This is an optimization exercise on Yosys and OpenROAD, whose aim is small area, not a production implementation.
In this exercise RTL edits were held to simulation tests only and were not proved equivalent to the original.
Power and IR drop assume default switching activity.

==> design.v <==
 module eight_bit_exponential_decay_lookup (
   input wire [7:0] din,
   output wire [7:0] dout
 );
    assign dout = (
        (din == 8'b00000000) ? 8'hFF : (
        (din == 8'b00000001) ? 8'hF9 : (
        (din == 8'b00000010) ? 8'hF4 : (
        (din == 8'b00000011) ? 8'hEE : (
        (din == 8'b00000100) ? 8'hE9 : (
        (din == 8'b00000101) ? 8'hE4 : (
        (din == 8'b00000110) ? 8'hDF : (
        (din == 8'b00000111) ? 8'hDA : (
        (din == 8'b00001000) ? 8'hD6 : (
        (din == 8'b00001001) ? 8'hD1 : (
        (din == 8'b00001010) ? 8'hCD : (
        (din == 8'b00001011) ? 8'hC8 : (
        (din == 8'b00001100) ? 8'hC4 : (
        (din == 8'b00001101) ? 8'hC0 : (
        (din == 8'b00001110) ? 8'hBB : (
        (din == 8'b00001111) ? 8'hB7 : (
        (din == 8'b00010000) ? 8'hB3 : (
        (din == 8'b00010001) ? 8'hB0 : (
        (din == 8'b00010010) ? 8'hAC : (
        (din == 8'b00010011) ? 8'hA8 : (
        (din == 8'b00010100) ? 8'hA4 : (
        (din == 8'b00010101) ? 8'hA1 : (
        (din == 8'b00010110) ? 8'h9D : (
        (din == 8'b00010111) ? 8'h9A : (
        (din == 8'b00011000) ? 8'h97 : (
        (din == 8'b00011001) ? 8'h93 : (
        (din == 8'b00011010) ? 8'h90 : (
        (din == 8'b00011011) ? 8'h8D : (
        (din == 8'b00011100) ? 8'h8A : (
        (din == 8'b00011101) ? 8'h87 : (
        (din == 8'b00011110) ? 8'h84 : (
        (din == 8'b00011111) ? 8'h81 : (
        (din == 8'b00100000) ? 8'h7E : (
        (din == 8'b00100001) ? 8'h7C : (
        (din == 8'b00100010) ? 8'h79 : (
        (din == 8'b00100011) ? 8'h76 : (
        (din == 8'b00100100) ? 8'h74 : (
        (din == 8'b00100101) ? 8'h71 : (
        (din == 8'b00100110) ? 8'h6F : (
        (din == 8'b00100111) ? 8'h6D : (
        (din == 8'b00101000) ? 8'h6A : (
        (din == 8'b00101001) ? 8'h68 : (
        (din == 8'b00101010) ? 8'h66 : (
        (din == 8'b00101011) ? 8'h63 : (
        (din == 8'b00101100) ? 8'h61 : (
        (din == 8'b00101101) ? 8'h5F : (
        (din == 8'b00101110) ? 8'h5D : (
        (din == 8'b00101111) ? 8'h5B : (
        (din == 8'b00110000) ? 8'h59 : (
        (din == 8'b00110001) ? 8'h57 : (
        (din == 8'b00110010) ? 8'h55 : (
        (din == 8'b00110011) ? 8'h53 : (
        (din == 8'b00110100) ? 8'h52 : (
        (din == 8'b00110101) ? 8'h50 : (
        (din == 8'b00110110) ? 8'h4E : (
        (din == 8'b00110111) ? 8'h4C : (
        (din == 8'b00111000) ? 8'h4B : (
        (din == 8'b00111001) ? 8'h49 : (
        (din == 8'b00111010) ? 8'h48 : (
        (din == 8'b00111011) ? 8'h46 : (
        (din == 8'b00111100) ? 8'h44 : (
        (din == 8'b00111101) ? 8'h43 : (
        (din == 8'b00111110) ? 8'h42 : (
        (din == 8'b00111111) ? 8'h40 : (
        (din == 8'b01000000) ? 8'h3F : (
        (din == 8'b01000001) ? 8'h3D : (
        (din == 8'b01000010) ? 8'h3C : (
        (din == 8'b01000011) ? 8'h3B : (
        (din == 8'b01000100) ? 8'h39 : (
        (din == 8'b01000101) ? 8'h38 : (
        (din == 8'b01000110) ? 8'h37 : (
        (din == 8'b01000111) ? 8'h36 : (
        (din == 8'b01001000) ? 8'h35 : (
        (din == 8'b01001001) ? 8'h33 : (
        (din == 8'b01001010) ? 8'h32 : (
        (din == 8'b01001011) ? 8'h31 : (
        (din == 8'b01001100) ? 8'h30 : (
        (din == 8'b01001101) ? 8'h2F : (
        (din == 8'b01001110) ? 8'h2E : (
        (din == 8'b01001111) ? 8'h2D : (
        (din == 8'b01010000) ? 8'h2C : (
        (din == 8'b01010001) ? 8'h2B : (
        (din == 8'b01010010) ? 8'h2A : (
        (din == 8'b01010011) ? 8'h29 : (
        (din == 8'b01010100) ? 8'h28 : (
        (din == 8'b01010101) ? 8'h28 : (
        (din == 8'b01010110) ? 8'h27 : (
        (din == 8'b01010111) ? 8'h26 : (
        (din == 8'b01011000) ? 8'h25 : (
        (din == 8'b01011001) ? 8'h24 : (
        (din == 8'b01011010) ? 8'h23 : (
        (din == 8'b01011011) ? 8'h23 : (
        (din == 8'b01011100) ? 8'h22 : (
        (din == 8'b01011101) ? 8'h21 : (
        (din == 8'b01011110) ? 8'h20 : (
        (din == 8'b01011111) ? 8'h20 : (
        (din == 8'b01100000) ? 8'h1F : (
        (din == 8'b01100001) ? 8'h1E : (
        (din == 8'b01100010) ? 8'h1E : (
        (din == 8'b01100011) ? 8'h1D : (
        (din == 8'b01100100) ? 8'h1C : (
        (din == 8'b01100101) ? 8'h1C : (
        (din == 8'b01100110) ? 8'h1B : (
        (din == 8'b01100111) ? 8'h1B : (
        (din == 8'b01101000) ? 8'h1A : (
        (din == 8'b01101001) ? 8'h19 : (
        (din == 8'b01101010) ? 8'h19 : (
        (din == 8'b01101011) ? 8'h18 : (
        (din == 8'b01101100) ? 8'h18 : (
        (din == 8'b01101101) ? 8'h17 : (
        (din == 8'b01101110) ? 8'h17 : (
        (din == 8'b01101111) ? 8'h16 : (
        (din == 8'b01110000) ? 8'h16 : (
        (din == 8'b01110001) ? 8'h15 : (
        (din == 8'b01110010) ? 8'h15 : (
        (din == 8'b01110011) ? 8'h14 : (
        (din == 8'b01110100) ? 8'h14 : (
        (din == 8'b01110101) ? 8'h13 : (
        (din == 8'b01110110) ? 8'h13 : (
        (din == 8'b01110111) ? 8'h13 : (
        (din == 8'b01111000) ? 8'h12 : (
        (din == 8'b01111001) ? 8'h12 : (
        (din == 8'b01111010) ? 8'h11 : (
        (din == 8'b01111011) ? 8'h11 : (
        (din == 8'b01111100) ? 8'h11 : (
        (din == 8'b01111101) ? 8'h10 : (
        (din == 8'b01111110) ? 8'h10 : (
        (din == 8'b01111111) ? 8'h10 : (
        (din == 8'b10000000) ? 8'h0F : (
        (din == 8'b10000001) ? 8'h0F : (
        (din == 8'b10000010) ? 8'h0F : (
        (din == 8'b10000011) ? 8'h0E : (
        (din == 8'b10000100) ? 8'h0E : (
        (din == 8'b10000101) ? 8'h0E : (
        (din == 8'b10000110) ? 8'h0D : (
        (din == 8'b10000111) ? 8'h0D : (
        (din == 8'b10001000) ? 8'h0D : (
        (din == 8'b10001001) ? 8'h0C : (
        (din == 8'b10001010) ? 8'h0C : (
        (din == 8'b10001011) ? 8'h0C : (
        (din == 8'b10001100) ? 8'h0C : (
        (din == 8'b10001101) ? 8'h0B : (
        (din == 8'b10001110) ? 8'h0B : (
        (din == 8'b10001111) ? 8'h0B : (
        (din == 8'b10010000) ? 8'h0B : (
        (din == 8'b10010001) ? 8'h0A : (
        (din == 8'b10010010) ? 8'h0A : (
        (din == 8'b10010011) ? 8'h0A : (
        (din == 8'b10010100) ? 8'h0A : (
        (din == 8'b10010101) ? 8'h09 : (
        (din == 8'b10010110) ? 8'h09 : (
        (din == 8'b10010111) ? 8'h09 : (
        (din == 8'b10011000) ? 8'h09 : (
        (din == 8'b10011001) ? 8'h09 : (
        (din == 8'b10011010) ? 8'h08 : (
        (din == 8'b10011011) ? 8'h08 : (
        (din == 8'b10011100) ? 8'h08 : (
        (din == 8'b10011101) ? 8'h08 : (
        (din == 8'b10011110) ? 8'h08 : (
        (din == 8'b10011111) ? 8'h07 : (
        (din == 8'b10100000) ? 8'h07 : (
        (din == 8'b10100001) ? 8'h07 : (
        (din == 8'b10100010) ? 8'h07 : (
        (din == 8'b10100011) ? 8'h07 : (
        (din == 8'b10100100) ? 8'h07 : (
        (din == 8'b10100101) ? 8'h07 : (
        (din == 8'b10100110) ? 8'h06 : (
        (din == 8'b10100111) ? 8'h06 : (
        (din == 8'b10101000) ? 8'h06 : (
        (din == 8'b10101001) ? 8'h06 : (
        (din == 8'b10101010) ? 8'h06 : (
        (din == 8'b10101011) ? 8'h06 : (
        (din == 8'b10101100) ? 8'h06 : (
        (din == 8'b10101101) ? 8'h05 : (
        (din == 8'b10101110) ? 8'h05 : (
        (din == 8'b10101111) ? 8'h05 : (
        (din == 8'b10110000) ? 8'h05 : (
        (din == 8'b10110001) ? 8'h05 : (
        (din == 8'b10110010) ? 8'h05 : (
        (din == 8'b10110011) ? 8'h05 : (
        (din == 8'b10110100) ? 8'h05 : (
        (din == 8'b10110101) ? 8'h04 : (
        (din == 8'b10110110) ? 8'h04 : (
        (din == 8'b10110111) ? 8'h04 : (
        (din == 8'b10111000) ? 8'h04 : (
        (din == 8'b10111001) ? 8'h04 : (
        (din == 8'b10111010) ? 8'h04 : (
        (din == 8'b10111011) ? 8'h04 : (
        (din == 8'b10111100) ? 8'h04 : (
        (din == 8'b10111101) ? 8'h04 : (
        (din == 8'b10111110) ? 8'h04 : (
        (din == 8'b10111111) ? 8'h03 : (
        (din == 8'b11000000) ? 8'h03 : (
        (din == 8'b11000001) ? 8'h03 : (
        (din == 8'b11000010) ? 8'h03 : (
        (din == 8'b11000011) ? 8'h03 : (
        (din == 8'b11000100) ? 8'h03 : (
        (din == 8'b11000101) ? 8'h03 : (
        (din == 8'b11000110) ? 8'h03 : (
        (din == 8'b11000111) ? 8'h03 : (
        (din == 8'b11001000) ? 8'h03 : (
        (din == 8'b11001001) ? 8'h03 : (
        (din == 8'b11001010) ? 8'h03 : (
        (din == 8'b11001011) ? 8'h03 : (
        (din == 8'b11001100) ? 8'h02 : (
        (din == 8'b11001101) ? 8'h02 : (
        (din == 8'b11001110) ? 8'h02 : (
        (din == 8'b11001111) ? 8'h02 : (
        (din == 8'b11010000) ? 8'h02 : (
        (din == 8'b11010001) ? 8'h02 : (
        (din == 8'b11010010) ? 8'h02 : (
        (din == 8'b11010011) ? 8'h02 : (
        (din == 8'b11010100) ? 8'h02 : (
        (din == 8'b11010101) ? 8'h02 : (
        (din == 8'b11010110) ? 8'h02 : (
        (din == 8'b11010111) ? 8'h02 : (
        (din == 8'b11011000) ? 8'h02 : (
        (din == 8'b11011001) ? 8'h02 : (
        (din == 8'b11011010) ? 8'h02 : (
        (din == 8'b11011011) ? 8'h02 : (
        (din == 8'b11011100) ? 8'h02 : (
        (din == 8'b11011101) ? 8'h02 : (
        (din == 8'b11011110) ? 8'h02 : (
        (din == 8'b11011111) ? 8'h01 : (
        (din == 8'b11100000) ? 8'h01 : (
        (din == 8'b11100001) ? 8'h01 : (
        (din == 8'b11100010) ? 8'h01 : (
        (din == 8'b11100011) ? 8'h01 : (
        (din == 8'b11100100) ? 8'h01 : (
        (din == 8'b11100101) ? 8'h01 : (
        (din == 8'b11100110) ? 8'h01 : (
        (din == 8'b11100111) ? 8'h01 : (
        (din == 8'b11101000) ? 8'h01 : (
        (din == 8'b11101001) ? 8'h01 : (
        (din == 8'b11101010) ? 8'h01 : (
        (din == 8'b11101011) ? 8'h01 : (
        (din == 8'b11101100) ? 8'h01 : (
        (din == 8'b11101101) ? 8'h01 : (
        (din == 8'b11101110) ? 8'h01 : (
        (din == 8'b11101111) ? 8'h01 : (
        (din == 8'b11110000) ? 8'h01 : (
        (din == 8'b11110001) ? 8'h01 : (
        (din == 8'b11110010) ? 8'h01 : (
        (din == 8'b11110011) ? 8'h01 : (
        (din == 8'b11110100) ? 8'h01 : (
        (din == 8'b11110101) ? 8'h01 : (
        (din == 8'b11110110) ? 8'h01 : (
        (din == 8'b11110111) ? 8'h01 : (
        (din == 8'b11111000) ? 8'h01 : (
        (din == 8'b11111001) ? 8'h01 : (
        (din == 8'b11111010) ? 8'h01 : (
        (din == 8'b11111011) ? 8'h01 : (
        (din == 8'b11111100) ? 8'h01 : (
        (din == 8'b11111101) ? 8'h01 : (
        (din == 8'b11111110) ? 8'h01 : (
        (din == 8'b11111111) ? 8'h00 : 0
        ))))))))))))))))))))))))))))))))))))))))))))))))))))))))))))))))))))))))))))))))))))))))))))))))))))))))))))))))))))))))))))))))))))))))))))))))))))))))))))))))))))))))))))))))))))))))))))))))))))))))))))))))))))))))))))))))))))))))))))))))))))))))))))))));
endmodule
module ADSR_envelope #(
  parameter SAMPLE_CLK_FREQ = 48000,
  parameter ACCUMULATOR_BITS = 26
)
(
  input clk,
  input rst,
  input gate,
  input [3:0] a,
  input [3:0] d,
  input [3:0] s,
  input [3:0] r,
  output active,
  output reg [7:0] amplitude);
  localparam  ACCUMULATOR_SIZE = 2**ACCUMULATOR_BITS;
  localparam  ACCUMULATOR_MAX  = ACCUMULATOR_SIZE-1;
  reg [ACCUMULATOR_BITS:0] accumulator;
  reg [16:0] accumulator_inc;   
  function [16:0] attack_table;
    input [3:0] param;
    begin
      case(param)
        4'b0000: attack_table = 699050;
        4'b0001: attack_table = 174762;
        4'b0010: attack_table = 87381;
        4'b0011: attack_table = 58254;
        4'b0100: attack_table = 36792;
        4'b0101: attack_table = 24966;
        4'b0110: attack_table = 20560;
        4'b0111: attack_table = 17476;
        4'b1000: attack_table = 13981;
        4'b1001: attack_table = 5592;
        4'b1010: attack_table = 2796;
        4'b1011: attack_table = 1747;
        4'b1100: attack_table = 1398;
        4'b1101: attack_table = 466;
        4'b1110: attack_table = 279;
        4'b1111: attack_table = 174;
        default: attack_table = 65535;
      endcase
    end
  endfunction
  function [16:0] decay_release_table;
    input [3:0] param;
    begin
      case(param)
        4'b0000: decay_release_table = 233016;
        4'b0001: decay_release_table = 58254;
        4'b0010: decay_release_table = 29127;
        4'b0011: decay_release_table = 19418;
        4'b0100: decay_release_table = 12264;
        4'b0101: decay_release_table = 8322;
        4'b0110: decay_release_table = 6853;
        4'b0111: decay_release_table = 5825;
        4'b1000: decay_release_table = 4660;
        4'b1001: decay_release_table = 1864;
        4'b1010: decay_release_table = 932;
        4'b1011: decay_release_table = 582;
        4'b1100: decay_release_table = 466;
        4'b1101: decay_release_table = 155;
        4'b1110: decay_release_table = 93;
        4'b1111: decay_release_table = 58;
        default: decay_release_table = 65535;
      endcase
    end
  endfunction
  localparam OFF     = 3'd0;
  localparam ATTACK  = 3'd1;
  localparam DECAY   = 3'd2;
  localparam SUSTAIN = 3'd3;
  localparam RELEASE = 3'd4;
  reg[2:0] state;
  assign active = (state == OFF) ? 0 : 1;
  reg [16:0] attack_inc;
  always @(*) begin
    attack_inc <= attack_table(a);  
  end
  reg [16:0] decay_inc;
  always @(*) begin
      decay_inc <= decay_release_table(d);  
  end
  wire [7:0] sustain_volume;   
  wire [7:0] sustain_gap;      
  assign sustain_volume = { s, 4'b0000 };
  assign sustain_gap = 255 - sustain_volume;
  reg [16:0] release_inc;
  always @(*) begin
      release_inc <= decay_release_table(r);  
  end
  reg [16:0] dectmp;   
  reg [16:0] reltmp;   
  wire [7:0] exp_out;   
  eight_bit_exponential_decay_lookup exp_lookup(
      .din(accumulator[ACCUMULATOR_BITS-1 -: 8]),
      .dout(exp_out)
    );
  function [2:0] next_state;
    input [2:0] s;
    input g;
    begin
      case ({ s, g })
        { ATTACK,  1'b0 }: next_state = RELEASE;   
        { ATTACK,  1'b1 }: next_state = DECAY;     
        { DECAY,   1'b0 }: next_state = RELEASE;   
        { DECAY,   1'b1 }: next_state = SUSTAIN;   
        { SUSTAIN, 1'b0 }: next_state = RELEASE;   
        { SUSTAIN, 1'b1 }: next_state = SUSTAIN;   
        { RELEASE, 1'b0 }: next_state = OFF;       
        { RELEASE, 1'b1 }: next_state = ATTACK;    
        { OFF,     1'b0 }: next_state = OFF;       
        { OFF,     1'b1 }: next_state = ATTACK;    
        default: next_state = OFF;   
      endcase
    end
  endfunction
  wire overflow;
  assign overflow = accumulator[ACCUMULATOR_BITS];
  reg prev_gate;
  always @(posedge clk)
    if (rst)
      begin
        state <= OFF;
        amplitude <= 0;
        accumulator <= 0;
        prev_gate <= 0;
        dectmp <= 0;
        reltmp <= 0;
      end
    else
    begin
      prev_gate <= gate;
      if (gate && !prev_gate)
        begin
          accumulator <= 0;
          state <= ATTACK;
        end
      if (overflow)
        begin
          accumulator <= 0;
          dectmp <= 8'd255;
          state <= next_state(state, gate);
        end
      else begin
        case (state)
          ATTACK:
            begin
              accumulator <= accumulator + attack_inc;
              amplitude <= accumulator[ACCUMULATOR_BITS-1 -: 8];
            end
          DECAY:
            begin
              accumulator <= accumulator + decay_inc;
              dectmp <= ((exp_out * sustain_gap) >> 8) + sustain_volume;
              amplitude <= dectmp;
            end
          SUSTAIN:
          begin
            amplitude <= sustain_volume;
            state <= next_state(state, gate);
          end
          RELEASE:
            begin
              accumulator <= accumulator + release_inc;
              reltmp <= ((exp_out * sustain_volume) >> 8);
              amplitude <= reltmp;
              if (gate) begin
                amplitude <= 0;
                accumulator <= 0;
                state <= next_state(state, gate);
              end
            end
          default:
            begin
              amplitude <= 0;
              accumulator <= 0;
              state <= next_state(state, gate);
            end
        endcase
    end
  end
endmodule
==> run.sh <==
#!/bin/bash
# synth_recipe.tcl (not shown) runs the flow's synth.tcl, then flattens the netlist and writes it again
# the make line also repeats each setting of config.mk as NAME=value (left out here)
make -C /OpenROAD-flow-scripts/flow DESIGN_CONFIG=/design/flow/config.mk WORK_HOME=/design/flow/orfs CLKGATE_MAP_FILE= SYNTH_SCRIPT=/design/flow/synth_recipe.tcl finish
==> config.mk <==
export PLATFORM = sky130hd
export DESIGN_NAME = ADSR_envelope
export DESIGN_NICKNAME = ADSR_envelope
export VERILOG_FILES = /design/flow/design.v
export SDC_FILE = /design/flow/constraint.sdc
export NUM_CORES = 4
export LEC_CHECK = 0
export CAP_MARGIN = 20
export CORE_MARGIN = 2
export CORE_UTILIZATION = 40
export SLEW_MARGIN = 20
==> constraint.sdc <==
create_clock -name core_clock -period 10.0 [get_ports {clk}]
set_input_delay 2.0000 -clock core_clock [delete_from_list [all_inputs] [get_ports {clk}]]
set_output_delay 2.0000 -clock core_clock [all_outputs]
set_load 0.01 [all_outputs]
==> summary.txt <==
- During I/O placement, the number of pins put on the boundary was 28.
- After detailed routing, the average wire length per cell comes to approximately 18 um.
* Largest driver fanout on the critical path: 21
- Post-synthesis sequential area ratio: 0.1062
* Max-cap violation count: 0
- Post-route DRC violation count: 0
- Total number of H-tree levels: 2
- Port buffering added 27 buffers.
* Share of the clock period used by the worst path: 0.8550
- Critical-path top delay cell: sky130_fd_sc_hd__dfxtp_1
- Yosys mapped a number of flops with a built-in enable equal to 0.
- Vias per Instance: ~6
* Max_slew headroom: 0.3598
- Before CTS, the worst setup slack after placement is between 1 and 1.5 ns.
- Clock buffers created by TritonCTS: 5
- In this run, distinct cell masters in the synthesized netlist total ~110.
- Sink count of the clock tree: between 50 and 60
* Core Rows: 58
- PostCTS Resize Cnt: 0
- Layout overhead on the synthesized area: 3.959%
- TritonCTS built the clock tree.
- The worst setup path is captured at a flip-flop.
* Setup TNS: 0 ns
- At the later pin of the worst-skew pair, clock insertion delay measures approximately 0.30 ns.
* Final setup margin: 1.450 ns
- The min-delay analysis places its worst path in the category reg -> reg.
* Detailed router's first-iteration violation count: 994
- Leaving out fill and tap cells, the most frequent cell in the layout is sky130_fd_sc_hd__nor2_1.
- No sink is reached through more buffers than the 2 on the longest clock path.
- P per Cell Area: 89.04 mW/mm^2
* Die area: 0.02722 mm^2
- Std-Cell Core Area: between 0.02 and 0.03 mm^2
* Cell leakage power: roughly 4.5 nW
* Flop-to-flop setup slack: ~1.5 ns
* Clock Skews: 0.007707 ns
* Remaining global-route overflow: 0
- Entering global routing, the biggest net connects 50 pins.
* Count of vias placed by the detailed router: about 10,000
- Detailed-routing iteration count for the pre-antenna-repair pass: 5
- Synthesis produced a netlist whose cell count is 1,425.
* Post-detail-place hpwl: roughly 23 mm
- For this run, the total global-route usage over all layers was measured as 0.2254.
* Post-cts hold buffer count: 0
* Setup Crit Path Kind: reg -> reg
- Synthesis inferred 55 register bits.
- The via count of the first global-routing pass came to between 9,000 and 10,000.
- Post-synthesis cell area: roughly 0.010 mm^2
- Antenna violations before repair: 0
- Setup Fix Bufs, Post-CTS: 0
- Setup violations remaining at the end of the flow were counted as 0.
- The most used flip-flop cell after synthesis is sky130_fd_sc_hd__dfxtp_1.
- First-pass GRT wire length: about 50 mm
- Timing would allow up to between 100 and 150 MHz.
* Critical Path Max Stage Delay: 0.86 ns
* Most used cells in the layout excluding fill and tap cells: sky130_fd_sc_hd__nor2_1, sky130_fd_sc_hd__nand2_1, sky130_fd_sc_hd__a21oi_1
- Data arrival time of the critical path: approximately 9 ns
- In the final design database the tool counted 1,552 nets.
* Last weighted congestion value of the routability-driven placer: between 0.9 and 1
- In this run the worst setup path begins at accumulator[24].
- Final antenna diode count: 0
* Number of antenna-violating nets in the routed design: 0
- Count of synthesis-stage warnings from yosys: 1
- Final wirelength: between 30 and 40 mm
- Worst min-delay path startpoint: reltmp[0]
- Hold violation total from the final report: 0
- IR Drop Worst-Case VDD: 0.1190 mV
- Die Span Y: between 150 and 200 um
* Initial cell density of the core: 0.4093
- STA classifies the critical path startpoint as a flip-flop.
- CTS clk-pin slew, worst paths: 0.08 ns
* Result of the run: no timing/DRC/antenna violations
- Synthesis produced a netlist with a net count of 1,599.
- In the synthesized netlist the async set-or-reset flop fraction comes to 0.
- The max-slew violation count was 0.
* Reg-to-Reg Start: accumulator[24]
- In the final layout, the share of cells above drive strength 1 is 0.05439.
- Clock period minus worst slack: ~8.5 ns
- In this run the mean area of a mapped cell was slightly above 7 um^2.
- The die is roughly 160 um wide.
* Root buffer selected by CTS: sky130_fd_sc_hd__clkbuf_16
- Setup repair after global routing left no endpoint under its margin.
- At the pin with the least slew margin, the transition time is 0.9602 ns.
- Data required time of the critical path: 10.19 ns
[sequential cells by signal (all words and copies together), names as in the netlist]
name and flops:
accumulator 27, amplitude 8, dectmp 8, reltmp 8, state 3, prev_gate 1
[power breakdown]
part | switching (mW) | internal, mW
Clock | 0.0863 | 0.0939
Combinational | 0.306 | 0.245
Sequential | 0.00559 | 0.223
[logic make-up (layout without fill, tap and decap cells)]
logic type	count (synthesis)	after routing	share of synthesized area
AND/OR/NAND/NOR	506	506	0.2490
AO/OA/AOI/OAI	439	439	0.2783
buffers and inverters	217	171	0.09765
adder cells (fa/ha/maj)	156	156	0.2235
flip-flops	55	55	0.1062
XOR/XNOR	43	43	0.03633
multiplexers	9	9	0.008932
[per-layer routing]
metal | vias to the layer above | wire [um] | GRT usage
met5 | - | 0 | 0
met4 | 0 | 969 | 0.08063
met3 | 76 | 2040 | 0.02536
met2 | 403 | 14050 | 0.3752
met1 | 4806 | 13470 | 0.3008
li1 | 5017 | - | -
[worst paths after layout]
kind | end | cells after the start
min reg2reg | reltmp[0] | 2
max | dectmp[7] | 36
max reg2reg | dectmp[7] | 36
min | reltmp[0] | 2
[cells in the mapped netlist, types with 11 or more instances]
master,instances,area share
sky130_fd_sc_hd__a21oi_1,122,0.059
sky130_fd_sc_hd__fa_1,49,0.095
sky130_fd_sc_hd__o21a_1,11,0.0080
sky130_fd_sc_hd__buf_2,14,0.0068
sky130_fd_sc_hd__a22oi_1,19,0.014
sky130_fd_sc_hd__nor2b_1,21,0.013
sky130_fd_sc_hd__nor3_1,32,0.015
sky130_fd_sc_hd__and2_1,12,0.0072
sky130_fd_sc_hd__xor2_1,14,0.012
sky130_fd_sc_hd__a31oi_1,19,0.011
sky130_fd_sc_hd__o21ai_0,101,0.049
sky130_fd_sc_hd__dfxtp_1,55,0.11
sky130_fd_sc_hd__inv_1,110,0.040
sky130_fd_sc_hd__nand2_1,142,0.051
sky130_fd_sc_hd__nand2b_1,22,0.013
sky130_fd_sc_hd__nor2_1,148,0.054
sky130_fd_sc_hd__a211oi_1,21,0.015
sky130_fd_sc_hd__and3_1,13,0.0078
sky130_fd_sc_hd__nand3_1,30,0.014
sky130_fd_sc_hd__clkbuf_1,58,0.021
sky130_fd_sc_hd__o22ai_1,13,0.0078
sky130_fd_sc_hd__xnor2_1,29,0.025
sky130_fd_sc_hd__ha_1,106,0.13
[per-stage QoR]
step	cell area [um^2]	total power [mW]	hold slack, ns	cells	util
2_1_floorplan	10370	0.6634	0.4322	1425	-
3_3_place_gp	10630	0.7795	0.4412	1701	0.4196
3_5_place_dp	10630	0.7817	0.4506	1701	0.4196
4_1_cts	10780	0.9698	0.4634	1709	0.4255
5_1_grt	10780	1.057	0.4765	1709	0.4255
6_report	10780	0.9595	0.4612	1709	0.4255
[critical path, delay by kind of cell (launching register included)]
kind	cells	cell delay [ns]
AO/OA/AOI/OAI	16	3.17
adder cells (fa/ha/maj)	6	2.06
AND/OR/NAND/NOR	6	1.16
flip-flops	1	0.86
buffers and inverters	6	0.77
XOR/XNOR	2	0.38
[area by class of cell]
class                   instances  area (um^2)
multi-input cells            1153         8262
fillers                      2584        14550
well taps                     330        412.9
inverters                     118        442.9
clock inverters                 3        23.77
clock buffers                   5        125.1
flip-flops and latches         55         1105
repair buffers                 45        405.4

## what the ideal ports hide
In the flow no input, the clock included, has a driving cell. The finished layout below was timed again as built, in two steps.
Step 1 assumes that a clkbuf_16 drives the clock port and a buf_2 every other input.
Step 2 times the ports against the registers' clock, not the clock port: input delays grow and output delays shrink by t, the midpoint of the rising clock arrivals with the driver on.
Slacks: ideal / step 1 / step 2; pairs: ideal / step 1.
t, ns: 0.335
setup WS [ns]: 1.450 / 1.450 / 1.450
worst hold slack (ns): 0.461 / 0.461 / 0.461
After both steps this run still meets setup and hold. The setup slack of this run moves by 0.000 ns with the drivers and by 0.000 ns with both steps.
